Source: an optimization exercise on an open RTL-to-GDS flow (aim: small area). Production flows keep margins and buffers that such runs may drop. In this exercise RTL edits were held to simulation tests only and were not proved equivalent to the original. Power and IR drop assume default switching activity.

### design/flow/flow/run.sh
#!/bin/bash
# Own layout flow: the standard synthesis, then the combinational logic of its netlist is
# mapped again with a stronger ABC script (every flip-flop instance, name and cell type is kept),
# then the standard layout from the floorplan on. The new netlist is used only if ABC's cec
# proves it equivalent to the standard one (flip-flops cut into inputs and outputs); otherwise the
# standard netlist is laid out unchanged.
# The clock tree is built with small buffers and without dummy loads (CTS_ARGS below), and the
# port buffers are the platform's smallest buffer (BUFFER_PORTS_ARGS below).
# Logs: log_synth.txt, log_reopt.txt, log_cec.txt, log_layout.txt in the work folder.
set -uo pipefail
W=$(pwd)
F=$W/flow
YOSYS=$(command -v yosys || true)
[[ -x "$YOSYS" ]] || YOSYS=$FLOW_HOME/../tools/install/yosys/bin/yosys
ABC=$(dirname "$YOSYS")/yosys-abc
R=$W/orfs/results/$FLOW_PLATFORM/TwoDigitAdder/base
LIB=$FLOW_HOME/platforms/$FLOW_PLATFORM/lib/sky130_fd_sc_hd__tt_025C_1v80.lib
TOP=$FLOW_TOP

bash standard.sh synth > "$W/log_synth.txt" 2>&1 || exit 1
cp "$R/1_2_yosys.v" "$W/synth_std.v"

# don't-use cells of the platform
DU=""
for c in $(grep -o "lpflow_[a-z0-9_]*\|probe[a-z_0-9]*" "$FLOW_HOME/platforms/$FLOW_PLATFORM/config.mk" | sort -u); do
  DU="$DU -dont_use sky130_fd_sc_hd__$c"
done
SEQ="sky130_fd_sc_hd__dfxtp_1 sky130_fd_sc_hd__dfxtp_2 sky130_fd_sc_hd__dfxtp_4 sky130_fd_sc_hd__edfxtp_1 sky130_fd_sc_hd__dfrtp_1 sky130_fd_sc_hd__dfrtp_2 sky130_fd_sc_hd__dfrtp_4 sky130_fd_sc_hd__dfstp_1 sky130_fd_sc_hd__dfxbp_1"

cat > "$W/reopt.ys" <<EOS
read_liberty -overwrite -ignore_miss_func $LIB
blackbox $SEQ
read_verilog -sv $W/synth_std.v
hierarchy -top $TOP
flatten
opt_clean -purge
abc -liberty $LIB $DU -script $F/abc_area.script -D $(awk "BEGIN{print $FLOW_PERIOD_NS*1000}")
opt_clean -purge
hilomap -singleton -hicell sky130_fd_sc_hd__conb_1 HI -locell sky130_fd_sc_hd__conb_1 LO
splitnets
opt_clean -purge
insbuf -buf sky130_fd_sc_hd__buf_4 A X
rename -hide w:_*
read_liberty -overwrite -setattr liberty_cell -lib $LIB
check -assert -mapped
stat -liberty $LIB
write_verilog -noattr -nohex -nodec $W/synth_reopt.v
EOS

use_reopt=0
if "$YOSYS" -l "$W/log_reopt.txt" "$W/reopt.ys" > /dev/null 2>&1; then
  # equivalence: flip-flops cut into ports in both netlists, then ABC cec
  ok=1
  for n in std reopt; do
    python3 "$F/cutff.py" "$W/synth_$n.v" "$W/cut_$n.v" >> "$W/log_cec.txt" 2>&1 || ok=0
    "$YOSYS" -q -p "read_liberty -overwrite -ignore_miss_func $LIB; read_verilog -sv $W/cut_$n.v; hierarchy -top $TOP; flatten; techmap; opt_clean -purge; setundef -zero; write_blif $W/cut_$n.blif" >> "$W/log_cec.txt" 2>&1 || ok=0
  done
  if [[ $ok == 1 ]]; then
    timeout 1200 "$ABC" -c "cec $W/cut_std.blif $W/cut_reopt.blif" >> "$W/log_cec.txt" 2>&1 || true
    if grep -q "Networks are equivalent" "$W/log_cec.txt"; then use_reopt=1; fi
  fi
fi
if [[ $use_reopt == 1 ]]; then
  echo "using the re-mapped netlist" | tee -a "$W/log_cec.txt"
  cp "$W/synth_reopt.v" "$R/1_2_yosys.v"
  touch "$R/1_2_yosys.v"
else
  echo "using the standard netlist" | tee -a "$W/log_cec.txt"
fi

# clock tree: small clock buffers in larger clusters, no dummy loads
export CTS_ARGS="-sink_clustering_enable -repair_clock_nets -dont_use_dummy_load -buf_list sky130_fd_sc_hd__clkbuf_4 -sink_clustering_size 9 -sink_clustering_max_diameter 40"
# every input and output port still gets its own buffer, the smallest one
export BUFFER_PORTS_ARGS="-inputs -outputs -buffer_cell sky130_fd_sc_hd__buf_1"
bash standard.sh finish > "$W/log_layout.txt" 2>&1 || exit 1
### design/flow/design.v
module ButtonDebounce(
    input wire clk,
    input wire reset,
    input wire button_in,
    output reg button_out
);
reg button_ff1, button_ff2;
reg button_state;
reg button_state_prev;
reg [17:0] cnt_q;
localparam [17:0] INV = 18'h2AAAA;
wire [17:0] counter = cnt_q ^ INV;
wire at_limit = (counter == 18'd0);
wire fb = counter[17] ^ counter[10] ^ (counter[16:0] == 17'd0);
wire run = ~reset & ~at_limit & (button_ff2 ^ button_state);
always @(posedge clk) begin
    if (reset) begin
        button_ff1 <= 1'b0;
        button_ff2 <= 1'b0;
        button_state <= 1'b0;
        button_out <= 1'b0;
    end else begin
        button_ff1 <= button_in;
        button_ff2 <= button_ff1;
        if (at_limit)
            button_state <= button_ff2;
        button_out <= button_state & ~button_state_prev;
    end
end
always @(posedge clk)
    button_state_prev <= button_state;
always @(posedge clk) begin
    cnt_q <= {counter[16:0] & {17{run}}, ~run | fb} ^ INV;
end
endmodule
module uart_tx (
    input wire i_Clock,
    input wire i_Reset,
    input wire i_Tx_DV,
    input wire [3:0] i_Tx_Code,
    output reg o_Tx_Serial,
    output wire o_Tx_Done,
    output wire o_Tx_Done_Prev
);
    localparam IDLE    = 4'd0;
    localparam IDLE_D  = 4'd1;
    localparam START   = 4'd2;
    localparam STOP    = 4'd3;
    localparam CLEANUP = 4'd4;
    localparam [13:0] INV = 14'h2AAA;
    reg [3:0] r_SM;
    reg [13:0] cnt_q;
    reg [3:0] r_Tx_Code;
    wire [13:0] r_Clock_Count = cnt_q ^ INV;
    wire bit_end = (r_Clock_Count == 14'h0729);    
    wire idle = (r_SM[3:1] == 3'b000);
    wire cnt_run = ~(idle | bit_end);    
    wire is_nl = r_Tx_Code[3] & r_Tx_Code[1];
    reg data_bit;
    always @* begin
        case (r_SM[2:0])
            3'd0: data_bit = r_Tx_Code[0];
            3'd1: data_bit = r_Tx_Code[1];
            3'd2: data_bit = r_Tx_Code[2];
            3'd3: data_bit = r_Tx_Code[3];
            3'd4: data_bit = ~is_nl;
            3'd5: data_bit = ~is_nl;
            default: data_bit = 1'b0;
        endcase
    end
    assign o_Tx_Done = (r_SM == CLEANUP);
    assign o_Tx_Done_Prev = (r_SM == IDLE_D);
    always @(posedge i_Clock) begin
        cnt_q <= ({r_Clock_Count[12:0], ~(r_Clock_Count[13] ^ r_Clock_Count[12])} & {14{cnt_run}}) ^ INV;
    end
    always @(posedge i_Clock) begin
        if (idle & i_Tx_DV)
            r_Tx_Code <= i_Tx_Code;
    end
    always @(posedge i_Clock) begin
        if (i_Reset) begin
            r_SM <= IDLE;
            o_Tx_Serial <= 1'b1;
        end else if (r_SM[3]) begin
            o_Tx_Serial <= data_bit;
            if (bit_end)
                r_SM <= (r_SM == 4'd15) ? STOP : r_SM + 4'd1;
        end else begin
            case (r_SM)
                IDLE, IDLE_D: begin
                    o_Tx_Serial <= 1'b1;
                    r_SM <= i_Tx_DV ? START : IDLE;
                end
                START: begin
                    o_Tx_Serial <= 1'b0;
                    if (bit_end) r_SM <= 4'd8;
                end
                STOP: begin
                    o_Tx_Serial <= 1'b1;
                    if (bit_end) r_SM <= CLEANUP;
                end
                CLEANUP: r_SM <= IDLE_D;
                default: r_SM <= IDLE;
            endcase
        end
    end
endmodule
module fa_cell(input wire a, input wire b, input wire c, output wire s, output wire co);
    assign s = a ^ b ^ c;
    assign co = (a & b) | (a & c) | (b & c);
endmodule
module add3(input wire [3:0] d, output wire [3:0] o);
    assign o[3] = d[3] | (d[2] & (d[1] | d[0]));
    assign o[2] = d[0] ? d[3] : (d[2] & ~d[1]);
    assign o[1] = d[0] ? d[1] : (d[3] | (~d[2] & d[1]));
    assign o[0] = d[0] ? ~(d[3] | d[2]) : o[3];
endmodule
module mac8(input wire [7:0] x, input wire [7:0] y, input wire [7:0] z,
            input wire cin, output wire [15:0] p);
    wire [8:0] r [0:7];
    genvar i, j;
    generate
        wire [8:0] c0;
        assign c0[0] = cin;
        for (j = 0; j < 8; j = j + 1) begin : row0
            fa_cell u(.a(x[j] & y[0]), .b(z[j]), .c(c0[j]), .s(r[0][j]), .co(c0[j+1]));
        end
        assign r[0][8] = c0[8];
        assign p[0] = r[0][0];
        for (i = 1; i < 8; i = i + 1) begin : row
            wire [8:0] c;
            assign c[0] = 1'b0;
            for (j = 0; j < 8; j = j + 1) begin : col
                fa_cell u(.a(r[i-1][j+1]), .b(x[j] & y[i]), .c(c[j]), .s(r[i][j]), .co(c[j+1]));
            end
            assign r[i][8] = c[8];
            assign p[i] = r[i][0];
        end
    endgenerate
    assign p[15:8] = r[7][8:1];
endmodule
module div8(input wire [7:0] a, input wire [7:0] b, output wire [7:0] q);
    wire [7:0] nb = ~b;
    wire [8:0] hz;
    assign hz[8] = 1'b1;
    genvar i, j;
    generate
        for (i = 7; i >= 0; i = i - 1) begin : hzg
            assign hz[i] = hz[i+1] & ~b[i];
        end
    endgenerate
    wire [7:0] rem [0:8];
    assign rem[8] = 8'd0;
    generate
        for (i = 7; i >= 0; i = i - 1) begin : st
            localparam W = 8 - i;
            wire [W-1:0] t;
            if (W > 1) begin : tw
                assign t = {rem[i+1][W-2:0], a[i]};
            end else begin : t1
                assign t = a[i];
            end
            wire [W:0] c;
            wire [W-1:0] d;
            assign c[0] = 1'b1;
            for (j = 0; j < W; j = j + 1) begin : sb
                fa_cell u(.a(t[j]), .b(nb[j]), .c(c[j]), .s(d[j]), .co(c[j+1]));
            end
            assign q[i] = hz[W] & c[W];
            if (i > 0) begin : rm
                assign rem[i][W-1:0] = q[i] ? d : t;
                if (W < 8) begin : pad
                    assign rem[i][7:W] = {(8-W){1'b0}};
                end
            end else begin : rm0
                assign rem[i] = 8'd0;
            end
        end
    endgenerate
endmodule
module bin2bcd16(input wire [15:0] x, output wire [15:0] bcd);
    wire [15:0] s [0:16];
    assign s[0] = 16'd0;
    genvar i, k;
    generate
        for (i = 0; i < 16; i = i + 1) begin : sh
            wire [15:0] adj;
            for (k = 0; k < 4; k = k + 1) begin : dg
                add3 u(.d(s[i][4*k+3:4*k]), .o(adj[4*k+3:4*k]));
            end
            assign s[i+1] = {adj[14:0], x[15-i]};
        end
    endgenerate
    assign bcd = s[16];
endmodule
module bin2bcd8(input wire [7:0] x, output wire [7:0] bcd);
    wire [7:0] s [0:8];
    assign s[0] = 8'd0;
    genvar i, k;
    generate
        for (i = 0; i < 8; i = i + 1) begin : sh
            wire [7:0] adj;
            for (k = 0; k < 2; k = k + 1) begin : dg
                add3 u(.d(s[i][4*k+3:4*k]), .o(adj[4*k+3:4*k]));
            end
            assign s[i+1] = {adj[6:0], x[7-i]};
        end
    endgenerate
    assign bcd = s[8];
endmodule
module calc_unit(
    input wire st_add, input wire st_sub, input wire st_mul, input wire st_div,
    input wire st_s1, input wire st_s2,
    input wire [7:0] num1, input wire [7:0] num2, input wire [3:0] digit,
    output wire [15:0] bcd, output wire [7:0] mac_lo,
    output wire num1_lt, output wire num2_zero
);
    wire st_store = st_s1 | st_s2;
    wire [7:0] quotient;
    div8 u_div(.a(num1), .b(num2), .q(quotient));
    assign num2_zero = (num2 == 8'd0);
    assign num1_lt = ~num2_zero & (quotient == 8'd0);
    wire x_q  = st_div & ~num2_zero;
    wire x_n2 = st_s2 | (st_sub & num1_lt);
    wire x_n1 = ~st_div & ~x_n2;
    wire [7:0] mac_x = ({8{x_n1}} & num1) | ({8{x_n2}} & num2) | ({8{x_q}} & quotient);
    wire [7:0] mac_y = st_mul ? num2 : {4'b0000, st_store, 1'b0, st_store, ~st_store};
    wire z_n2  = st_add;
    wire z_nn1 = st_sub & num1_lt;
    wire z_nn2 = st_sub & ~num1_lt;
    wire [7:0] mac_z = ({8{z_n2}} & num2) | ({8{z_nn1}} & ~num1) | ({8{z_nn2}} & ~num2) |
                       ({8{st_store}} & {4'b0000, digit});
    wire [15:0] mac_p;
    mac8 u_mac(.x(mac_x), .y(mac_y), .z(mac_z), .cin(st_sub), .p(mac_p));
    assign mac_lo = mac_p[7:0];
    wire [15:0] calc_bin = {mac_p[15:9], mac_p[8] & ~st_sub, mac_p[7:0]};
    bin2bcd16 u_conv(.x(calc_bin), .bcd(bcd));
endmodule
module lt99(input wire [7:0] x, output wire lt);
    wire l1 = ~x[1] | ~x[0];
    wire l4 = ~x[4] & ~x[3] & ~x[2] & l1;
    assign lt = ~x[7] & (~x[6] | ~x[5] | l4);
endmodule
module incdec8(input wire [7:0] x, input wire dec, output wire [7:0] y);
    wire [8:0] t;
    assign t[0] = 1'b1;
    genvar i;
    generate
        for (i = 0; i < 8; i = i + 1) begin : b
            assign y[i] = x[i] ^ t[i];
            assign t[i+1] = t[i] & (x[i] ^ dec);
        end
    endgenerate
endmodule
module TwoDigitAdder(
    input wire clk,
    input wire rst,
    input wire rx,
    input wire [3:0] switches,
    input wire btn_right,
    input wire btn_left,
    input wire btn_up,
    input wire btn_down,
    input wire btn_calc,
    output wire tx,
    output reg [3:0] an,
    output wire [6:0] seg,
    output reg [3:0] led
);
wire btn_right_debounced, btn_left_debounced;
wire btn_up_debounced, btn_down_debounced, btn_calc_debounced;
ButtonDebounce debounce_calc  (.clk(clk), .reset(rst), .button_in(btn_calc),  .button_out(btn_calc_debounced));
ButtonDebounce debounce_right (.clk(clk), .reset(rst), .button_in(btn_right), .button_out(btn_right_debounced));
ButtonDebounce debounce_left  (.clk(clk), .reset(rst), .button_in(btn_left),  .button_out(btn_left_debounced));
ButtonDebounce debounce_up    (.clk(clk), .reset(rst), .button_in(btn_up),    .button_out(btn_up_debounced));
ButtonDebounce debounce_down  (.clk(clk), .reset(rst), .button_in(btn_down),  .button_out(btn_down_debounced));
localparam WAIT_NUM1      = 4'd0,
           STORE_NUM1     = 4'd1,
           WAIT_NUM2      = 4'd2,
           STORE_NUM2     = 4'd3,
           WAIT_COMMAND   = 4'd4,
           DISPLAY_RESULT = 4'd5,
           WAIT_RESTART   = 4'd6,
           ADDITION       = 4'd12,
           SUBTRACTION    = 4'd13,
           MULTIPLICATION = 4'd14,
           DIVISION       = 4'd15;
localparam OP_ADD = 2'd0,
           OP_SUB = 2'd1,
           OP_MUL = 2'd2,
           OP_DIV = 2'd3;
reg [3:0] control_state;
reg [7:0] num1, num2;
reg [15:0] result;           
reg result_negative;
reg division_by_zero;
reg [1:0] operation_type;
reg show_result;             
wire in_op   = control_state[3] & control_state[2];
wire st_add  = (control_state == ADDITION);
wire st_sub  = (control_state == SUBTRACTION);
wire st_mul  = (control_state == MULTIPLICATION);
wire st_div  = (control_state == DIVISION);
wire st_s1   = (control_state == STORE_NUM1);
wire st_s2   = (control_state == STORE_NUM2);
wire st_store = st_s1 | st_s2;
wire in_display = (control_state == DISPLAY_RESULT);
reg [2:0] tx_state;
reg tx_dv;
wire tx_done, tx_done_previous;
wire tx_done_edge = tx_done;     
reg [3:0] tx_code;
always @* begin
    case (tx_state)
        3'd0: tx_code = result[15:12];
        3'd1: tx_code = result[11:8];
        3'd2: tx_code = result[7:4];
        3'd3: tx_code = result[3:0];
        default: tx_code = 4'd10;
    endcase
end
uart_tx uart_transmitter (
    .i_Clock(clk),
    .i_Reset(rst),
    .i_Tx_DV(tx_dv),
    .i_Tx_Code(tx_code),
    .o_Tx_Serial(tx),
    .o_Tx_Done(tx_done),
    .o_Tx_Done_Prev(tx_done_previous)
);
always @(posedge clk) begin
    if (rst) begin
        tx_state <= 3'd0;
        tx_dv <= 1'b0;
    end else begin
        if (tx_done_edge)
            tx_dv <= 1'b0;
        if (in_display && tx_state != 3'd5) begin
            if (!tx_dv && !tx_done)
                tx_dv <= 1'b1;
            if (tx_done_edge)
                tx_state <= tx_state + 3'd1;
        end else if (!in_display) begin
            tx_dv <= 1'b0;
            tx_state <= 3'd0;
        end
    end
end
localparam [13:0] RX_INV = 14'h2AAA;
reg [3:0] rx_state;
reg [13:0] rx_cnt_q;
reg [7:0] rx_byte;
wire [13:0] clk_count = rx_cnt_q ^ RX_INV;
wire rx_data_valid = (rx_state == 4'd1);
wire rx_idle = (rx_state[3:1] == 3'b000);
wire half_bit = (clk_count == 14'h3a31);    
wire full_bit = (clk_count == 14'h0729);    
wire rx_sample = rx_state[3] ? full_bit :
                 (rx_state == 4'd2) ? half_bit :
                 (rx_state == 4'd3) ? full_bit : 1'b0;
wire rx_cnt_run = ~(rx_idle | rx_sample);    
always @(posedge clk) begin
    rx_cnt_q <= ({clk_count[12:0], ~(clk_count[13] ^ clk_count[12])} & {14{rx_cnt_run}}) ^ RX_INV;
end
always @(posedge clk) begin
    if (rx_state[3] & full_bit)
        rx_byte <= {rx, rx_byte[7:1]};
end
always @(posedge clk) begin
    if (rst) begin
        rx_state <= 4'd0;
    end else if (rx_idle) begin
        rx_state <= rx ? 4'd0 : 4'd2;
    end else if (rx_sample) begin
        if (rx_state == 4'd2)
            rx_state <= rx ? 4'd0 : 4'd8;
        else if (rx_state == 4'd3)
            rx_state <= 4'd1;
        else if (rx_state == 4'd15)
            rx_state <= 4'd3;
        else
            rx_state <= rx_state + 4'd1;
    end
end
wire rx_is_digit = (rx_byte[7:4] == 4'h3) & ~(rx_byte[3] & (rx_byte[2] | rx_byte[1]));
wire [3:0] rx_digit = rx_byte[3:0];
wire [15:0] calc_bcd;
wire [7:0] mac_lo;
wire num1_lt, num2_zero;
calc_unit u_calc(.st_add(st_add), .st_sub(st_sub), .st_mul(st_mul), .st_div(st_div),
                 .st_s1(st_s1), .st_s2(st_s2), .num1(num1), .num2(num2), .digit(rx_digit),
                 .bcd(calc_bcd), .mac_lo(mac_lo), .num1_lt(num1_lt), .num2_zero(num2_zero));
wire num1_lt99, num2_lt99;
lt99 u_lt1(.x(num1), .lt(num1_lt99));
lt99 u_lt2(.x(num2), .lt(num2_lt99));
wire num1_nz = (num1 != 8'd0);
wire num2_nz = (num2 != 8'd0);
wire num1_dec = btn_left_debounced & num1_nz;
wire num2_dec = btn_down_debounced & num2_nz;
wire [7:0] num1_step, num2_step;
incdec8 u_step1(.x(num1), .dec(num1_dec), .y(num1_step));
incdec8 u_step2(.x(num2), .dec(num2_dec), .y(num2_step));
always @(posedge clk) begin
    if (rst) begin
        control_state <= WAIT_NUM1;
        num1 <= 8'd0; num2 <= 8'd0; result <= 16'd0;
        result_negative <= 1'b0; division_by_zero <= 1'b0;
        operation_type <= OP_ADD;
        show_result <= 1'b0;
        led <= 4'b0000;
    end else begin
        if ((btn_right_debounced && num1_lt99) || num1_dec)
            num1 <= num1_step;
        if ((btn_up_debounced && num2_lt99) || num2_dec)
            num2 <= num2_step;
        if (btn_calc_debounced) begin
            case (switches)
                4'b0010: begin operation_type <= OP_SUB; led <= 4'b0010; control_state <= SUBTRACTION; end
                4'b0100: begin operation_type <= OP_MUL; led <= 4'b0100; control_state <= MULTIPLICATION; end
                4'b1000: begin operation_type <= OP_DIV; led <= 4'b1000; control_state <= DIVISION; end
                default: begin operation_type <= OP_ADD; led <= 4'b0001; control_state <= ADDITION; end
            endcase
        end
        if (rx_data_valid) begin
            case (control_state)
                WAIT_NUM1: if (rx_is_digit) begin
                    num1 <= {4'd0, rx_digit};
                    control_state <= STORE_NUM1;
                end
                STORE_NUM1: if (rx_is_digit) begin
                    num1 <= mac_lo;
                    control_state <= WAIT_NUM2;
                end
                WAIT_NUM2: if (rx_is_digit) begin
                    num2 <= {4'd0, rx_digit};
                    control_state <= STORE_NUM2;
                end
                STORE_NUM2: if (rx_is_digit) begin
                    num2 <= mac_lo;
                    control_state <= WAIT_COMMAND;
                end
                WAIT_COMMAND: begin
                    if (switches[0]) begin
                        operation_type <= OP_ADD; led <= 4'b0001; control_state <= ADDITION;
                    end else if (switches[1]) begin
                        operation_type <= OP_SUB; led <= 4'b0010; control_state <= SUBTRACTION;
                    end else if (switches[2]) begin
                        operation_type <= OP_MUL; led <= 4'b0100; control_state <= MULTIPLICATION;
                    end else if (switches[3]) begin
                        operation_type <= OP_DIV; led <= 4'b1000; control_state <= DIVISION;
                    end
                    if (rx_byte == 8'd43) begin
                        operation_type <= OP_ADD; control_state <= ADDITION;
                    end else if (rx_byte == 8'd45) begin
                        operation_type <= OP_SUB; control_state <= SUBTRACTION;
                    end else if (rx_byte == 8'd42) begin
                        operation_type <= OP_MUL; control_state <= MULTIPLICATION;
                    end else if (rx_byte == 8'd47) begin
                        operation_type <= OP_DIV; control_state <= DIVISION;
                    end
                end
                DISPLAY_RESULT: begin
                    if (rx_byte == 8'd114 || rx_byte == 8'd82) begin
                        control_state <= WAIT_NUM1;
                        num1 <= 8'd0; num2 <= 8'd0;
                    end else if (rx_byte == 8'd110 || rx_byte == 8'd78) begin
                        control_state <= WAIT_RESTART;
                    end
                end
                WAIT_RESTART: if (rx_is_digit) begin
                    num1 <= {4'd0, rx_digit};
                    num2 <= 8'd0;
                    result <= 16'd0;
                    result_negative <= 1'b0;
                    division_by_zero <= 1'b0;
                    led <= 4'b0000;
                    control_state <= STORE_NUM1;
                end
                default: ;
            endcase
        end
        if (in_op) begin
            result <= calc_bcd;
            result_negative <= st_sub & num1_lt;
            division_by_zero <= st_div & num2_zero;
            control_state <= DISPLAY_RESULT;
        end
        if (in_display) begin
            show_result <= 1'b1;
            led <= 4'b0001 << operation_type;
        end
    end
end
localparam [16:0] RF_INV = 17'h0AAAA;
reg [16:0] rf_cnt_q;
reg [1:0] display_selector;
reg [3:0] current_digit;
reg [3:0] shown_digit;       
wire [16:0] refresh_counter = rf_cnt_q ^ RF_INV;
wire refresh_end = (refresh_counter == 17'h0a8d7);    
wire rf_run = ~(rst | refresh_end);
always @(posedge clk) begin
    rf_cnt_q <= ({refresh_counter[15:0], ~(refresh_counter[16] ^ refresh_counter[13])} & {17{rf_run}}) ^ RF_INV;
end
always @(posedge clk) begin
    if (rst)
        display_selector <= 2'd0;
    else if (refresh_end)
        display_selector <= display_selector + 2'd1;
end
always @(posedge clk) begin
    if (rst)
        an <= 4'b1111;
    else
        an <= ~(4'b0001 << display_selector);
end
wire [7:0] num_shown = display_selector[1] ? num1 : num2;
wire [7:0] num_bcd;
bin2bcd8 u_numconv(.x(num_shown), .bcd(num_bcd));
always @(posedge clk) begin
    if (!show_result) begin
        current_digit <= display_selector[0] ? num_bcd[7:4] : num_bcd[3:0];
    end else if (division_by_zero) begin
        case (display_selector)
            2'd0: current_digit <= 4'd11;
            2'd1: current_digit <= 4'd12;
            2'd2: current_digit <= 4'd11;
            default: current_digit <= 4'd14;
        endcase
    end else begin
        case (display_selector)
            2'd0: current_digit <= result[3:0];
            2'd1: current_digit <= result[7:4];
            2'd2: current_digit <= result[11:8];
            default: current_digit <= operation_type[1] ? result[15:12] :
                                      result_negative ? 4'd10 : result[11:8];
        endcase
    end
end
always @(posedge clk) begin
    if (rst)
        shown_digit <= 4'd15;
    else
        shown_digit <= current_digit;
end
reg [6:0] seg_r;
always @* begin
    case (shown_digit)
        4'd0: seg_r = 7'b1000000;
        4'd1: seg_r = 7'b1111001;
        4'd2: seg_r = 7'b0100100;
        4'd3: seg_r = 7'b0110000;
        4'd4: seg_r = 7'b0011001;
        4'd5: seg_r = 7'b0010010;
        4'd6: seg_r = 7'b0000010;
        4'd7: seg_r = 7'b1111000;
        4'd8: seg_r = 7'b0000000;
        4'd9: seg_r = 7'b0010000;
        4'd10: seg_r = 7'b0111111;
        4'd11: seg_r = 7'b0101111;
        4'd12: seg_r = 7'b0100011;
        4'd13: seg_r = 7'b1000111;
        4'd14: seg_r = 7'b0000110;
        default: seg_r = 7'b1111111;
    endcase
end
assign seg = seg_r;
endmodule
### design/flow/config.mk
export PLATFORM = sky130hd
export DESIGN_NAME = TwoDigitAdder
export DESIGN_NICKNAME = TwoDigitAdder
export VERILOG_FILES = /design/flow/design.v
export SDC_FILE = /design/flow/constraint.sdc
export NUM_CORES = 4
export LEC_CHECK = 0
export ABC_AREA = 1
export CAP_MARGIN = 20
export CORE_MARGIN = 2
export CORE_UTILIZATION = 60
export SLEW_MARGIN = 20
### design/flow/flow/abc_area.script
&get -n
&deepsyn -T 60
&put
dch -f
amap
strash
dch -f
amap
topo
### design/flow/flow/cutff.py
#!/usr/bin/env python3
# cutff.py in.v out.v : turn every flip-flop instance into a port pair (Q -> input, next state -> output)
import re, sys
src = open(sys.argv[1]).read()
inst_re = re.compile(r'^\s*(sky130_fd_sc_hd__(e?dfxtp|dfrtp|dfxbp)_\d)\s+(\\\S+\s|\S+)\s*\((.*?)\);', re.S | re.M)
ports = []; decl = []; assigns = []
def pins(body):
    return dict(re.findall(r'\.(\w+)\(\s*(.*?)\s*\)\s*(?:,|$)', body.strip(), re.S))
n = 0
def repl(m):
    global n
    cell, kind, name, body = m.group(1), m.group(2), m.group(3).strip(), m.group(4)
    p = pins(body)
    tag = re.sub(r'[^A-Za-z0-9_]', '_', name)
    q, d = p['Q'], p['D']
    ports.append(f'ffq_{tag}'); ports.append(f'ffd_{tag}')
    decl.append(f'  input ffq_{tag};\n  output ffd_{tag};')
    assigns.append(f'  assign {q} = ffq_{tag} ;')
    if kind == 'edfxtp':
        assigns.append(f'  assign ffd_{tag} = {p["DE"]} ? {d} : {q} ;')
    else:
        assigns.append(f'  assign ffd_{tag} = {d} ;')
    n += 1
    return ''
out = inst_re.sub(repl, src)
# add ports to module header and declarations after header
m = re.search(r'module\s+TwoDigitAdder\s*\((.*?)\);', out, re.S)
hdr = m.group(0)
newhdr = hdr[:-2] + ', ' + ', '.join(ports) + ');\n' + '\n'.join(decl)
out = out.replace(hdr, newhdr, 1)
out = out.replace('endmodule', '\n'.join(assigns) + '\nendmodule', 1)
open(sys.argv[2], 'w').write(out)
print("cut", n, "flops", file=sys.stderr)
### design/flow/standard.sh
#!/bin/bash
# synth_recipe.tcl (not shown) runs the flow's synth.tcl, then flattens the netlist and writes it again
# the make line also repeats each setting of config.mk as NAME=value (left out here)
make -C /OpenROAD-flow-scripts/flow DESIGN_CONFIG=/design/flow/config.mk WORK_HOME=/design/flow/orfs CLKGATE_MAP_FILE= SYNTH_SCRIPT=/design/flow/synth_recipe.tcl "${@:-finish}"
### design/flow/constraint.sdc
create_clock -name core_clock -period 40.0 [get_ports {clk}]
set_input_delay 8.0000 -clock core_clock [delete_from_list [all_inputs] [get_ports {clk}]]
set_output_delay 8.0000 -clock core_clock [all_outputs]
set_load 0.01 [all_outputs]
==> results.yml, run 1 <==
cells_and_area:
  nFillCells: 2054
  final_nets: 2007
  utilization: 0.649
  drive_gt1_frac: 0.0261
  stdcell_area_um2: 14200
  synthToLayoutAreaGrowth_pct: 5.90
synthesis:
  synthCells: 1923
  syn-cell-area_um2: 13400
  ys_warn_count: 7
  synth_nets: 1935
  syn_area_per_cell_um2: 6.95
timing:
  slew_violations: 0
  whs_ns: 0.362
  hold_viol: 0
  rsz0062_at_grt: "false"
  maxSlewHeadroom: 0.307
  setup_tns_ns: 0
  min_period_ns: 34.96
  clock_skew_ns: 0.112
  tightest_slew_ns: 1.01
  fmax_mhz: 28.6
  fin_crit_sh: 0.874
  setup_violations: 0
global_route:
  antenna_found_initial: 1
  gr-total-overflow: 0
  grt.total_usage: 0.295
  grt_most_used_layer: "met2"
  use_met1: 0.381
  grt_max_degree: 48
  use_met2: 0.506
  grt_pass1_vias: 12759
  grt_use_met3: 0.0394
  grt_pass1_wl_um: 58900
floorplan:
  die-area_um2: 23500
  die_w_um: 153
  core_um2: 21800
  initial_core_util: 0.612
  fp.dieH_um: 153
  io-pin-count: 28
  rows: 54
pwr:
  swShare: 0.221
  pwr-share-seq: 0.663
  peakVddDrop_mv: 0.0333
  p_sw_mw: 0.0834
  pwr-share-comb: 0.025
  power.density_nw_per_um2: 26.6
  p_clk_frac: 0.312
  power.leakage_nw: 4.74
  internal-power_mw: 0.294
  power_mw: 0.377
hold_path:
  min-delay-start: "debounce_calc.button_state_prev$_DFF_P_"
  hold_end: "debounce_calc.button_out$_SDFF_PP0_"
  worstHoldPathType: "reg2reg"
  whs_path_depth: 1
clocking:
  cts_root_buf: "clkbuf_4"
  clkSlewWorstSetupHoldPaths_ns: 0.09
  post_cts_buffers: 0
  cts_buffers: 36
  htree_levels: 2
  clk_latency_ns: 0.64
  cts.sinks: 247
  clk_path_buf_depth: 3
  cts_hold_buf: 0
  cts_tree: "yes"
setup_path:
  path_max_fanout: 14
  worstPathArrival_ns: 35.44
  startpoint_type: "flip-flop"
  rrSetupSlack_ns: 5.04
  cpMaxStageDelayCell: "dfxtp_1"
  end_kind: "flip-flop"
  cpMostUsedCell: "nor2_1"
  worstPathRequired_ns: 40.48
  worstReg2RegStart: "num2[4]$_SDFF_PP0_"
  critPathMaxStageDelay_ns: 0.70
  cp-startpoint: "num2[4]$_SDFF_PP0_"
  worst-r2r-cell-count: 200
  rr_endpoint: "result[2]$_SDFFE_PP0P_"
  criticalPathCategory: "reg2reg"
placed_design:
  numPortBuffers: 27
  gp_congestion: 1.03
  placed_cell_area_um2: 13900
  dp_hpwl_um: 26300
routing:
  drc_errors: 0
  drt-wirelength-per-cell_um: 15.5
  drtAntennaViolNets: 0
  drt_wl_total_um: 35200
  dr.pass1.iters: 9
  routed_via_density: 6.04
  drt_iter0_markers: 1312
  vias: 13745
flow_run:
  maxCapViolCount: 0
status:
  outcome: "no timing/DRC/antenna violations"
-- worst max-delay path by stage --
stage	cells after the start	endpoint
floorplan	200	result[2]$_SDFFE_PP0P_
global placement	198	result[2]$_SDFFE_PP0P_
detailed placement	198	result[2]$_SDFFE_PP0P_
CTS	198	result[2]$_SDFFE_PP0P_
global route	198	result[2]$_SDFFE_PP0P_
finish	200	result[2]$_SDFFE_PP0P_
-- state kept, by name (all words and copies together), names as in the netlist, 8 cells and up --
register                flops
debounce_left.cnt_q        18
result                     16
rx_byte                     8
num1                        8
num2                        8
uart_transmitter.cnt_q     14
rf_cnt_q                   17
rx_cnt_q                   14
debounce_down.cnt_q        18
debounce_right.cnt_q       18
debounce_up.cnt_q          18
debounce_calc.cnt_q        18
-- timing repair --
item                                   4_1_cts  5_1_grt
endpoints found under the hold margin        0        0
setup endpoints to repair                    0        8
gates resized for setup                      0        3
-- cells in the final DEF, fill, tap and decap left out, types with 13 or more instances in the layout --
cell type / count
o221ai_1: 19
nand4_1: 18
or2_0: 19
a21oi_1: 116
o32ai_1: 18
nor3_1: 56
o21ai_0: 184
buf_1: 26
nand2_1: 196
nand3_1: 55
nor2_1: 430
a222oi_1: 13
or3_1: 23
dfxtp_1: 235
clkinv_1: 215
nor2b_1: 27
o21a_1: 16
nand2b_1: 16
o22ai_1: 66
a22oi_1: 15
clkbuf_4: 36
nor4_1: 16
a31oi_1: 21
a211oi_1: 17
-- critical path: cells and delay by family (launching register included) --
kind | cells | cell delay (ns)
compound gates | 91 | 18.65
simple gates | 85 | 11.28
buf+inv | 24 | 4.18
flops | 1 | 0.70
-- cell type report --
class / count / area (um2) / share of cell area
inverter: 216 / 811 / 0.0573
multi-input combinational: 1456 / 7470 / 0.528
timing repair buffer: 38 / 183 / 0.0129
tap: 280 / 350 / 0.0248
sequential: 247 / 5060 / 0.358
clock buffer: 36 / 270 / 0.0191
antenna: 1 / 2.50 / 0.000177
-- power groups by stage --
stage | sequential (mW) | clock [mW] | combinational [mW]
after floorplan | 0.256 | 0 | 0.00547
after global placement | 0.256 | 0 | 0.00925
after detailed placement | 0.256 | 0 | 0.00934
after CTS | 0.250 | 0.122 | 0.00938
after global routing | 0.250 | 0.130 | 0.0105
final | 0.250 | 0.118 | 0.00947
-- routing by layer --
metal  wire length (um)  share of wire
met1              15500           0.44
met5                  0              0
met2              16300           0.46
met3               2370          0.067
met4               1050          0.030
-- per-stage QoR --
stage,std cells,worst slack (ns)
2_1_floorplan,1923,11.13
3_3_place_gp,2236,6.85
3_5_place_dp,2236,5.29
4_1_cts,2272,5.06
5_1_grt,2274,0.134
6_report,2274,5.04
==> run 2, diff against run 1 <==
--- a/design/flow/config.mk
+++ b/design/flow/config.mk
@@ -8,5 +8,5 @@
 export ABC_AREA = 1
 export CAP_MARGIN = 20
 export CORE_MARGIN = 2
-export CORE_UTILIZATION = 60
+export CORE_UTILIZATION = 40
 export SLEW_MARGIN = 20
==> run 2 against run 1 <==
  * Sequential share of layout area shrank 0.50 points
  * Via count down 0.17%
  * Clock skew grew 0.0023 ns
  * Die area is 49% higher
  * Cell area rose by 1.4%
  * First-iteration DRC count decreased by 9.4%
  * Critical path depth unchanged
  * Fmax rose by 0.29%
  * Global-route usage decreased by 8.9 points
  * Largest power group unchanged
==> results.yml, run 2 <==
timing:
  hold_viol: 0
  tightest_slew_ns: 1.08
  fmax_mhz: 28.7
  setup_tns_ns: 0
  setup_violations: 0
  fin_crit_sh: 0.871
  rsz0062_at_grt: "false"
  min_period_ns: 34.86
  slew_violations: 0
  clock_skew_ns: 0.114
  maxSlewHeadroom: 0.277
floorplan:
  die-area_um2: 34900
  die_w_um: 187
  io-pin-count: 28
  core_um2: 32700
  fp.dieH_um: 187
  initial_core_util: 0.409
  rows: 66
clocking:
  cts_buffers: 36
  clkSlewWorstSetupHoldPaths_ns: 0.09
  cts.sinks: 247
  clk_latency_ns: 0.65
  clk_path_buf_depth: 3
  cts_hold_buf: 0
  post_cts_buffers: 0
  cts_root_buf: "clkbuf_4"
  cts_tree: "yes"
  post_cts_resized: 0
  htree_levels: 2
global_route:
  gr-total-overflow: 0
  grt_pass1_wl_um: 60900
  antenna_found_initial: 1
  grt_pass1_vias: 12592
  grt.total_usage: 0.206
  grt_max_degree: 48
pwr:
  power.density_nw_per_um2: 26.4
  pwr-share-seq: 0.659
  power_mw: 0.380
  pwr-share-comb: 0.025
  power.leakage_nw: 4.75
  peakVddDrop_mv: 0.0252
  swShare: 0.227
  p_clk_frac: 0.316
  p_sw_mw: 0.0861
  internal-power_mw: 0.294
placed_design:
  dp_hpwl_um: 27500
  numPortBuffers: 27
  gp_congestion: 0.964
cells_and_area:
  drive_gt1_frac: 0.0246
  synthToLayoutAreaGrowth_pct: 7.39
  mostFrequentLayoutCell: "nor2_1"
  final_nets: 2008
  mostFrequentLayoutCells: "431 x nor2_1, 235 x dfxtp_1, 216 x clkinv_1"
routing:
  dr.pass1.iters: 7
  drtAntennaViolNets: 0
  drt-wirelength-per-cell_um: 15.1
  drt_iter0_markers: 1189
  vias: 13721
  drc_errors: 0
  drt_wl_total_um: 36800
  routed_via_density: 5.63
setup_path:
  rr_endpoint: "result[2]$_SDFFE_PP0P_"
  crit_end: "result[2]$_SDFFE_PP0P_"
  worstPathArrival_ns: 35.31
  worstPathRequired_ns: 40.46
  rrSetupSlack_ns: 5.14
  criticalPathCategory: "reg2reg"
  cpMostUsedCell: "nor2_1"
  worst-r2r-cell-count: 200
  cpMaxStageDelayCell: "dfxtp_1"
  critPathMaxStageDelay_ns: 0.67
  cp-startpoint: "num2[4]$_SDFF_PP0_"
  path_max_fanout: 14
  startpoint_type: "flip-flop"
  end_kind: "flip-flop"
  worstReg2RegStart: "num2[4]$_SDFF_PP0_"
synthesis:
  syn-cell-area_um2: 13400
  syn_area_per_cell_um2: 6.95
  ys_warn_count: 7
  synthCells: 1923
  synth_nets: 1935
status:
  outcome: "no timing/DRC/antenna violations"
hold_path:
  worstHoldPathType: "reg2reg"
flow_run:
  maxCapViolCount: 0
==> run 2: changes by cell type in the layout (fill, tap and decap cells not counted), sizes merged <==
cell,change
buf,+1
clkinv,+1
inv,-1
==> run 2: layout make-up <==
type                       instances  area, um2
tap                              442        553
fill                            3456      18300
inverter                         216        811
multi-input combinational       1456       7460
timing repair buffer              39        190
clock buffer                      36        270
antenna                            1       2.50
sequential                       247       5060
==> run 2: power by group through the flow <==
stage / clock network (mW) / logic (mW) / registers, mW
after global placement: 0 / 0.00957 / 0.256
final: 0.120 / 0.00957 / 0.250
after detailed placement: 0 / 0.00957 / 0.256
after global routing: 0.135 / 0.0106 / 0.250
after floorplan: 0 / 0.00547 / 0.256
after CTS: 0.125 / 0.00960 / 0.250
==> run 2: critical path: cells and delay by family (launching register included) <==
family	cells	cell delay, ns
AO/OA/AOI/OAI	93	18.53
buffers and inverters	24	4.24
flip-flops	1	0.67
AND/OR/NAND/NOR	83	11.26
==> run 2: stage by stage <==
step           utilization  area, um2  instances  setup WS, ns  hold slack [ns]
2_1_floorplan            -      13400       1923         11.13            0.338
3_3_place_gp         0.430      14100       2399          7.46            0.346
3_5_place_dp         0.430      14100       2399          5.82            0.351
4_1_cts              0.439      14300       2435          5.61            0.365
5_1_grt              0.439      14400       2437        0.0491            0.370
6_report             0.439      14400       2437          5.14            0.362
==> run 2: how the worst min path moves through the flow <==
| stage | start | to | slack [ns] | cells past startpoint |
|---|---|---|---|---|
| floorplan | debounce_calc.button_state$_SDFFE_PP0P_ | debounce_calc.button_state_prev$_DFF_P_ | 0.34 | 0 |
| global placement | debounce_calc.button_state$_SDFFE_PP0P_ | debounce_calc.button_state_prev$_DFF_P_ | 0.35 | 0 |
| detailed placement | debounce_calc.button_state$_SDFFE_PP0P_ | debounce_calc.button_state_prev$_DFF_P_ | 0.35 | 0 |
| CTS | debounce_calc.button_state$_SDFFE_PP0P_ | debounce_calc.button_state_prev$_DFF_P_ | 0.37 | 0 |
| global route | debounce_calc.button_state$_SDFFE_PP0P_ | debounce_calc.button_state_prev$_DFF_P_ | 0.37 | 0 |
| finish | debounce_calc.button_state$_SDFFE_PP0P_ | debounce_calc.button_state_prev$_DFF_P_ | 0.36 | 0 |
==> run 2: routing by layer <==
layer	track usage	up-vias	share of wire
li1	-	7012	-
met4	0.0678	0	0.024
met5	0	-	0
met2	0.336	412	0.44
met1	0.279	6211	0.47
met3	0.0305	86	0.063
==> run 3, diff against run 2 <==
==> design/flow/flow/run.sh (replaced) <==
#!/bin/bash
# Own layout flow: the standard synthesis, then the combinational logic of its netlist is
# mapped again with a stronger ABC script, in two passes (every flip-flop instance, name and cell
# type is kept), then the standard layout from the floorplan on. A re-mapped netlist is used
# only if ABC's cec proves it equivalent to the standard one (flip-flops cut into inputs and
# outputs); of those, the smallest is laid out, else the standard netlist is laid out unchanged.
# The clock tree is built with small buffers and without dummy loads (CTS_ARGS below), and the
# port buffers are the platform's smallest buffer (BUFFER_PORTS_ARGS below).
# Logs: log_synth.txt, log_reopt1.txt, log_reopt2.txt, log_cec.txt, log_layout.txt in the work folder.
set -uo pipefail
W=$(pwd)
F=$W/flow
YOSYS=$(command -v yosys || true)
[[ -x "$YOSYS" ]] || YOSYS=$FLOW_HOME/../tools/install/yosys/bin/yosys
ABC=$(dirname "$YOSYS")/yosys-abc
R=$W/orfs/results/$FLOW_PLATFORM/TwoDigitAdder/base
LIB=$FLOW_HOME/platforms/$FLOW_PLATFORM/lib/sky130_fd_sc_hd__tt_025C_1v80.lib
TOP=$FLOW_TOP

bash standard.sh synth > "$W/log_synth.txt" 2>&1 || exit 1
cp "$R/1_2_yosys.v" "$W/synth_std.v"

# don't-use cells of the platform
DU=""
for c in $(grep -o "lpflow_[a-z0-9_]*\|probe[a-z_0-9]*" "$FLOW_HOME/platforms/$FLOW_PLATFORM/config.mk" | sort -u); do
  DU="$DU -dont_use sky130_fd_sc_hd__$c"
done
SEQ="sky130_fd_sc_hd__dfxtp_1 sky130_fd_sc_hd__dfxtp_2 sky130_fd_sc_hd__dfxtp_4 sky130_fd_sc_hd__edfxtp_1 sky130_fd_sc_hd__dfrtp_1 sky130_fd_sc_hd__dfrtp_2 sky130_fd_sc_hd__dfrtp_4 sky130_fd_sc_hd__dfstp_1 sky130_fd_sc_hd__dfxbp_1"
PERIOD_PS=$(awk "BEGIN{print $FLOW_PERIOD_NS*1000}")

# combinational equivalence of $1 with the standard netlist: flip-flops cut into ports, ABC cec
to_blif() {
  python3 "$F/cutff.py" "$1" "$2.v" >> "$W/log_cec.txt" 2>&1 &&
  "$YOSYS" -q -p "read_liberty -overwrite -ignore_miss_func $LIB; read_verilog -sv $2.v; hierarchy -top $TOP; flatten; techmap; opt_clean -purge; setundef -zero; write_blif $2.blif" >> "$W/log_cec.txt" 2>&1
}
equivalent() {
  to_blif "$1" "$W/cut_$2" || return 1
  echo "== cec $2" >> "$W/log_cec.txt"
  timeout 1200 "$ABC" -c "cec $W/cut_std.blif $W/cut_$2.blif" > "$W/cec_$2.txt" 2>&1
  cat "$W/cec_$2.txt" >> "$W/log_cec.txt"
  grep -q "Networks are equivalent" "$W/cec_$2.txt"
}

best=""
best_area=1e18
if to_blif "$W/synth_std.v" "$W/cut_std"; then
  prev=$W/synth_std.v
  for p in 1 2; do
    cat > "$W/reopt$p.ys" <<EOS
read_liberty -overwrite -ignore_miss_func $LIB
blackbox $SEQ
read_verilog -sv $prev
hierarchy -top $TOP
flatten
opt_clean -purge
abc -liberty $LIB $DU -script $F/abc_area.script -D $PERIOD_PS
opt_clean -purge
hilomap -singleton -hicell sky130_fd_sc_hd__conb_1 HI -locell sky130_fd_sc_hd__conb_1 LO
splitnets
opt_clean -purge
insbuf -buf sky130_fd_sc_hd__buf_4 A X
rename -hide w:_*
read_liberty -overwrite -setattr liberty_cell -lib $LIB
check -assert -mapped
stat -liberty $LIB
write_verilog -noattr -nohex -nodec $W/synth_r$p.v
EOS
    "$YOSYS" -l "$W/log_reopt$p.txt" "$W/reopt$p.ys" > /dev/null 2>&1 || break
    area=$(grep "Chip area" "$W/log_reopt$p.txt" | tail -1 | awk '{print $NF}')
    if equivalent "$W/synth_r$p.v" "r$p"; then
      echo "pass $p: equivalent, area $area" | tee -a "$W/log_cec.txt"
      if awk "BEGIN{exit !($area < $best_area)}"; then best=$W/synth_r$p.v; best_area=$area; fi
      prev=$W/synth_r$p.v
    else
      echo "pass $p: not proved equivalent" | tee -a "$W/log_cec.txt"
      break
    fi
  done
fi
if [[ -n "$best" ]]; then
  echo "using $best (area $best_area)" | tee -a "$W/log_cec.txt"
  cp "$best" "$R/1_2_yosys.v"
  touch "$R/1_2_yosys.v"
else
  echo "using the standard netlist" | tee -a "$W/log_cec.txt"
fi

# clock tree: small clock buffers in small clusters, no dummy loads
export CTS_ARGS="-sink_clustering_enable -repair_clock_nets -dont_use_dummy_load -buf_list sky130_fd_sc_hd__clkbuf_4 -sink_clustering_size 9 -sink_clustering_max_diameter 40"
# every input and output port still gets its own buffer, the smallest one
export BUFFER_PORTS_ARGS="-inputs -outputs -buffer_cell sky130_fd_sc_hd__buf_1"
bash standard.sh finish > "$W/log_layout.txt" 2>&1 || exit 1
==> run 3 against run 2 <==
  * Combinational power about the same
  * Global-route usage unchanged
  * Routed wire length unchanged
  * Critical path depth unchanged
  * Flip-flop and latch count unchanged
  * Via count unchanged
  * Cell area unchanged
  * Still clean on timing, DRC and antenna
  * Clock power about the same
  * Power unchanged
  * First-iteration DRC count unchanged
  * Largest power group unchanged
==> results.yml, run 3 <==
status:
  outcome: "no timing/DRC/antenna violations"
timing:
  fmax_mhz: 28.7
  rsz0062_at_grt: "false"
  min_period_ns: 34.86
  whs_ns: 0.362
  setup_violations: 0
  maxSlewHeadroom: 0.277
  setup_tns_ns: 0
  fin_crit_sh: 0.871
  hold_viol: 0
  clock_skew_ns: 0.114
  slew_violations: 0
  tightest_slew_ns: 1.08
cells_and_area:
  mostFrequentLayoutCell: "nor2_1"
  mostFrequentLayoutCells: "431 x nor2_1, 235 x dfxtp_1, 216 x clkinv_1"
  utilization: 0.439
  synthToLayoutAreaGrowth_pct: 7.39
  final_nets: 2008
  drive_gt1_frac: 0.0246
routing:
  dr.pass1.iters: 7
  vias: 13721
  drt_wl_total_um: 36800
  drtAntennaViolNets: 0
  drc_errors: 0
  drt-wirelength-per-cell_um: 15.1
  drt_iter0_markers: 1189
  routed_via_density: 5.63
setup_path:
  critPathMaxStageDelay_ns: 0.67
  end_kind: "flip-flop"
  cp-startpoint: "num2[4]$_SDFF_PP0_"
  worstReg2RegStart: "num2[4]$_SDFF_PP0_"
  path_max_fanout: 14
  criticalPathCategory: "reg2reg"
  cp_top_family: "compound AO/OA/AOI/OAI gates"
  cpMostUsedCell: "nor2_1"
  rr_endpoint: "result[2]$_SDFFE_PP0P_"
  cpMaxStageDelayCell: "dfxtp_1"
  cp_num_buf_inv: 24
  worstPathArrival_ns: 35.31
  startpoint_type: "flip-flop"
  worstPathRequired_ns: 40.46
  worst-r2r-cell-count: 200
  crit_end: "result[2]$_SDFFE_PP0P_"
  rrSetupSlack_ns: 5.14
  crit_cells: 200
synthesis:
  synth_nets: 1935
  syn-cell-area_um2: 13400
  synthCells: 1923
  syn_area_per_cell_um2: 6.95
  ys_warn_count: 7
clocking:
  cts_hold_buf: 0
  post_cts_resized: 0
  clk_latency_ns: 0.65
  cts_tree: "yes"
  htree_levels: 2
  cts_buffers: 36
  cts.sinks: 247
  cts_root_buf: "clkbuf_4"
  post_cts_buffers: 0
  clk_path_buf_depth: 3
  clkSlewWorstSetupHoldPaths_ns: 0.09
global_route:
  grt_max_degree: 48
  antenna_found_initial: 1
  gr-total-overflow: 0
  grt.total_usage: 0.206
  grt_pass1_vias: 12592
  grt_pass1_wl_um: 60900
pwr:
  power.leakage_nw: 4.75
  power.density_nw_per_um2: 26.4
  p_clk_frac: 0.316
  internal-power_mw: 0.294
  pwr-share-comb: 0.025
  peakVddDrop_mv: 0.0252
  p_sw_mw: 0.0861
  swShare: 0.227
  pwr-share-seq: 0.659
hold_path:
  min-delay-start: "debounce_calc.button_state$_SDFFE_PP0P_"
  worstHoldPathType: "reg2reg"
placed_design:
  dp_hpwl_um: 27500
  gp_congestion: 0.964
  numPortBuffers: 27
floorplan:
  core_um2: 32700
  initial_core_util: 0.409
  io-pin-count: 28
  die_w_um: 187
  fp.dieH_um: 187
  rows: 66
  die-area_um2: 34900
flow_run:
  maxCapViolCount: 0
==> run 3: cell counts in the layout (fill, tap and decap cells not counted) <==
Identical to the previous run, type by type.
==> run 3: worst reg2reg max path, delay by kind of cell (launching register included) <==
family / cells / cell delay [ns]
AO/OA/AOI/OAI: 93 / 18.55
AND/OR/NAND/NOR: 83 / 11.27
buffers and inverters: 24 / 4.26
flip-flops: 1 / 0.67
==> run 3: worst min path at each step <==
stage	end	slack, ns	cells past startpoint
2_1_floorplan	debounce_calc.button_state_prev$_DFF_P_	0.34	0
3_3_place_gp	debounce_calc.button_state_prev$_DFF_P_	0.35	0
3_5_place_dp	debounce_calc.button_state_prev$_DFF_P_	0.35	0
4_1_cts	debounce_calc.button_state_prev$_DFF_P_	0.37	0
5_1_grt	debounce_calc.button_state_prev$_DFF_P_	0.37	0
6_report	debounce_calc.button_state_prev$_DFF_P_	0.36	0
==> run 3: area by class of cell <==
type                       instances  area [um2]
fill                            3456       18300
multi-input combinational       1456        7460
sequential                       247        5060
inverter                         216         811
tap                              442         553
clock buffer                      36         270
timing repair buffer              39         190
antenna                            1        2.50
==> run 3: metal layers <==
layer  share of wire  global-route usage  wire length, um
met1            0.47               0.279            17300
met2            0.44               0.336            16200
met3           0.063              0.0305             2320
met4           0.024              0.0678              886
met5               0                   0                0
==> run 3: power groups by stage <==
stage	combinational (mW)	clock (mW)	sequential [mW]
global route	0.0106	0.135	0.250
detailed placement	0.00957	0	0.256
finish	0.00957	0.120	0.250
global placement	0.00957	0	0.256
floorplan	0.00547	0	0.256
CTS	0.00960	0.125	0.250
==> run 3: through the flow <==
step / power, mW / instance area, um2 / cells / worst slack, ns
floorplan: 0.261 / 13400 / 1923 / 11.13
global placement: 0.265 / 14100 / 2399 / 7.46
detailed placement: 0.265 / 14100 / 2399 / 5.82
CTS: 0.384 / 14300 / 2435 / 5.61
global route: 0.396 / 14400 / 2437 / 0.0491
finish: 0.380 / 14400 / 2437 / 5.14
==> run 4, diff against run 3 <==
--- a/design/flow/flow/run.sh
+++ b/design/flow/flow/run.sh
@@ -1,6 +1,7 @@
 #!/bin/bash
 # Own layout flow: the standard synthesis, then the combinational logic of its netlist is
-# mapped again with a stronger ABC script, in two passes (every flip-flop instance, name and cell
+# mapped again with two stronger ABC scripts, each on the standard netlist (every flip-flop
+# instance, name and cell
 # type is kept), then the standard layout from the floorplan on. A re-mapped netlist is used
 # only if ABC's cec proves it equivalent to the standard one (flip-flops cut into inputs and
 # outputs); of those, the smallest is laid out, else the standard netlist is laid out unchanged.
@@ -45,7 +46,9 @@
 best_area=1e18
 if to_blif "$W/synth_std.v" "$W/cut_std"; then
   prev=$W/synth_std.v
+  scripts=("$F/abc_area.script" "$F/abc_deep2.script")
   for p in 1 2; do
+    script=${scripts[$((p-1))]}
     cat > "$W/reopt$p.ys" <<EOS
 read_liberty -overwrite -ignore_miss_func $LIB
 blackbox $SEQ
@@ -53,7 +56,7 @@
 hierarchy -top $TOP
 flatten
 opt_clean -purge
-abc -liberty $LIB $DU -script $F/abc_area.script -D $PERIOD_PS
+abc -liberty $LIB $DU -script $script -D $PERIOD_PS
 opt_clean -purge
 hilomap -singleton -hicell sky130_fd_sc_hd__conb_1 HI -locell sky130_fd_sc_hd__conb_1 LO
 splitnets
@@ -65,15 +68,13 @@
 stat -liberty $LIB
 write_verilog -noattr -nohex -nodec $W/synth_r$p.v
 EOS
-    "$YOSYS" -l "$W/log_reopt$p.txt" "$W/reopt$p.ys" > /dev/null 2>&1 || break
+    "$YOSYS" -l "$W/log_reopt$p.txt" "$W/reopt$p.ys" > /dev/null 2>&1 || continue
     area=$(grep "Chip area" "$W/log_reopt$p.txt" | tail -1 | awk '{print $NF}')
     if equivalent "$W/synth_r$p.v" "r$p"; then
       echo "pass $p: equivalent, area $area" | tee -a "$W/log_cec.txt"
       if awk "BEGIN{exit !($area < $best_area)}"; then best=$W/synth_r$p.v; best_area=$area; fi
-      prev=$W/synth_r$p.v
     else
       echo "pass $p: not proved equivalent" | tee -a "$W/log_cec.txt"
-      break
     fi
   done
 fi
==> design/flow/flow/abc_deep2.script (new file) <==
&get -n
&deepsyn -T 60
&put
dch -f
amap
strash
&get -n
&deepsyn -T 30
&put
dch -f
amap
strash
dch -f
amap
topo
==> run 4 against run 3 <==
  * Still clean on timing, DRC and antenna
  * Die area fell by 0.87%
  * Worst hold slack got worse by 0.0096 ns
  * Cell area fell by 0.77%
  * Clock skew fell by 0.0034 ns
  * Worst setup slack improved by 0.056 ns
  * Routed wire length rose by 1.3%
  * Critical path depth fell by 16
  * Core utilization fell by 0.12 points
  * Sequential share of layout area rose by 0.27 points
  * Area after synthesis fell by 0.89%
  * Register-to-register slack improved by 0.06 ns
  * Flip-flop and latch count did not move
  * Critical path type unchanged
  * Largest power group unchanged
==> results.yml, run 4 <==
cells_and_area:
  mostFrequentLayoutCells: "416 x nor2_1, 235 x dfxtp_1, 199 x o21ai_0"
  mostFrequentLayoutCell: "nor2_1"
  final_cells: 2414
  synthToLayoutAreaGrowth_pct: 7.52
  stdcell_area_um2: 14200
  nFillCells: 3443
  drive_gt1_frac: 0.0264
  final_nets: 1985
routing:
  drt_iter0_markers: 956
  routed_via_density: 5.67
  drtAntennaViolNets: 0
  drc_errors: 0
  drt-wirelength-per-cell_um: 15.4
  vias: 13688
  dr.pass1.iters: 5
  drt_wl_total_um: 37200
clocking:
  clkSlewWorstSetupHoldPaths_ns: 0.10
  clk_path_buf_depth: 3
  cts_buffers: 36
  cts_tree: "yes"
  cts.sinks: 247
  clk_latency_ns: 0.64
  htree_levels: 2
  cts_root_buf: "clkbuf_4"
flow_run:
  maxCapViolCount: 0
synthesis:
  ys_warn_count: 7
  syn_area_per_cell_um2: 6.97
  syn-cell-area_um2: 13200
  synthCells: 1901
  synth_nets: 1913
pwr:
  peakVddDrop_mv: 0.0252
  power.density_nw_per_um2: 28.8
  power.leakage_nw: 4.72
setup_path:
  criticalPathCategory: "reg2reg"
  worstPathArrival_ns: 35.26
  end_kind: "flip-flop"
  cpMaxStageDelayCell: "dfxtp_1"
  critPathMaxStageDelay_ns: 0.80
  worst-r2r-cell-count: 184
  cpMostUsedCell: "o21ai_0"
  worstPathRequired_ns: 40.46
  startpoint_type: "flip-flop"
  path_max_fanout: 12
placed_design:
  placed_cell_area_um2: 14000
  numPortBuffers: 27
  gp_congestion: 0.991
  placed_cells: 2377
  dp_hpwl_um: 27800
  pre_cts_slack_ns: 5.86
floorplan:
  initial_core_util: 0.407
  die-area_um2: 34600
  die_w_um: 186
  core_um2: 32500
  io-pin-count: 28
  fp.dieH_um: 186
  rows: 66
timing:
  fmax_mhz: 28.7
  setup_violations: 0
  rsz0062_at_grt: "false"
  maxSlewHeadroom: 0.348
  slew_violations: 0
  whs_ns: 0.353
  setup_tns_ns: 0
  clock_skew_ns: 0.111
  hold_viol: 0
  fin_crit_sh: 0.870
  setup_ws_ns: 5.20
  min_period_ns: 34.80
  tightest_slew_ns: 0.978
global_route:
  grt_pass1_vias: 12716
  gr-total-overflow: 0
  grt.total_usage: 0.219
  grt_max_degree: 57
  antenna_found_initial: 2
  grt_pass1_wl_um: 62100
hold_path:
  worstHoldPathType: "reg2reg"
  whs_path_depth: 1
status:
  outcome: "no timing/DRC/antenna violations"
## run 4: layout make-up
type | instances | area (um2) | area share
Multi-Input combinational cell | 1457 | 7440 | 0.522
Sequential cell | 247 | 5060 | 0.356
Inverter | 193 | 728 | 0.0511
Tap cell | 442 | 553 | 0.0388
Clock buffer | 36 | 270 | 0.0190
Timing Repair Buffer | 38 | 185 | 0.0130
Antenna cell | 1 | 2.50 | 0.000176
## run 4: worst paths after layout
path                                                startpoint                        endpoint  slack, ns
worst min register to register  debounce_calc.cnt_q[2]$_DFF_P_  debounce_calc.cnt_q[3]$_DFF_P_       0.35
worst max register to register              num2[5]$_SDFF_PP0_          result[8]$_SDFFE_PP0P_       5.20
worst max-delay path                        num2[5]$_SDFF_PP0_          result[8]$_SDFFE_PP0P_       5.20
worst min-delay path            debounce_calc.cnt_q[2]$_DFF_P_  debounce_calc.cnt_q[3]$_DFF_P_       0.35
## run 4: where the power goes
part	switching [mW]	internal [mW]	total (mW)
clock network	0.0788	0.0415	0.120
logic	0.0244	0.0122	0.0366
registers	0.00231	0.250	0.253
total	0.106	0.304	0.410
## run 4: critical path: cells and delay by family (launching register included)
family	cells	cell delay, ns
AO/OA/AOI/OAI	96	20.27
flip-flops	1	0.80
buffers and inverters	16	3.31
AND/OR/NAND/NOR	72	10.29
## run 4: metrics by stage
stage,util,total power [mW]
after floorplan,-,0.284
after global placement,0.429,0.294
after detailed placement,0.429,0.294
after CTS,0.437,0.415
after global routing,0.438,0.431
final,0.438,0.410
## run 4: metal layers
metal / share of wire / track usage / up-vias
li1: - / - / 6976
met2: 0.46 / 0.361 / 394
met1: 0.46 / 0.292 / 6236
met4: 0.025 / 0.0677 / 2
met3: 0.059 / 0.0358 / 80
met5: 0.00035 / 0 / -
## run 4: repair_timing
| item | CTS | global route |
|---|---|---|
| resized for setup | 0 | 1 |
| setup buffers | 0 | 0 |
| hold buffers | 0 | 0 |
| setup endpoints to repair | 0 | 2 |

-- what the ideal ports hide --
In the flow no input, the clock included, has a driving cell. The finished layouts below were timed again as built, in two steps. Step 1 assumes that a clkbuf_16 drives the clock port and a buf_2 every other input. Step 2 adds t to the input delays and takes it off the output delays; t is the mean of the earliest and latest rising clock arrival at the registers after step 1. Input paths then give back, and output paths get back, about the clock's delay inside the block. Three values: ideal, step 1, step 2; two values: the first two.
run | t (ns) | setup WS [ns] | worst setup path after step 2
run 1 | 0.621 | 5.041 / 5.041 / 5.041 | register to register
run 2 | 0.635 | 5.143 / 5.143 / 5.143 | register to register
run 3 | 0.635 | 5.143 / 5.143 / 5.143 | register to register
run 4 | 0.631 | 5.200 / 5.200 / 5.200 | register to register
After both steps setup and hold are still met in every run listed.
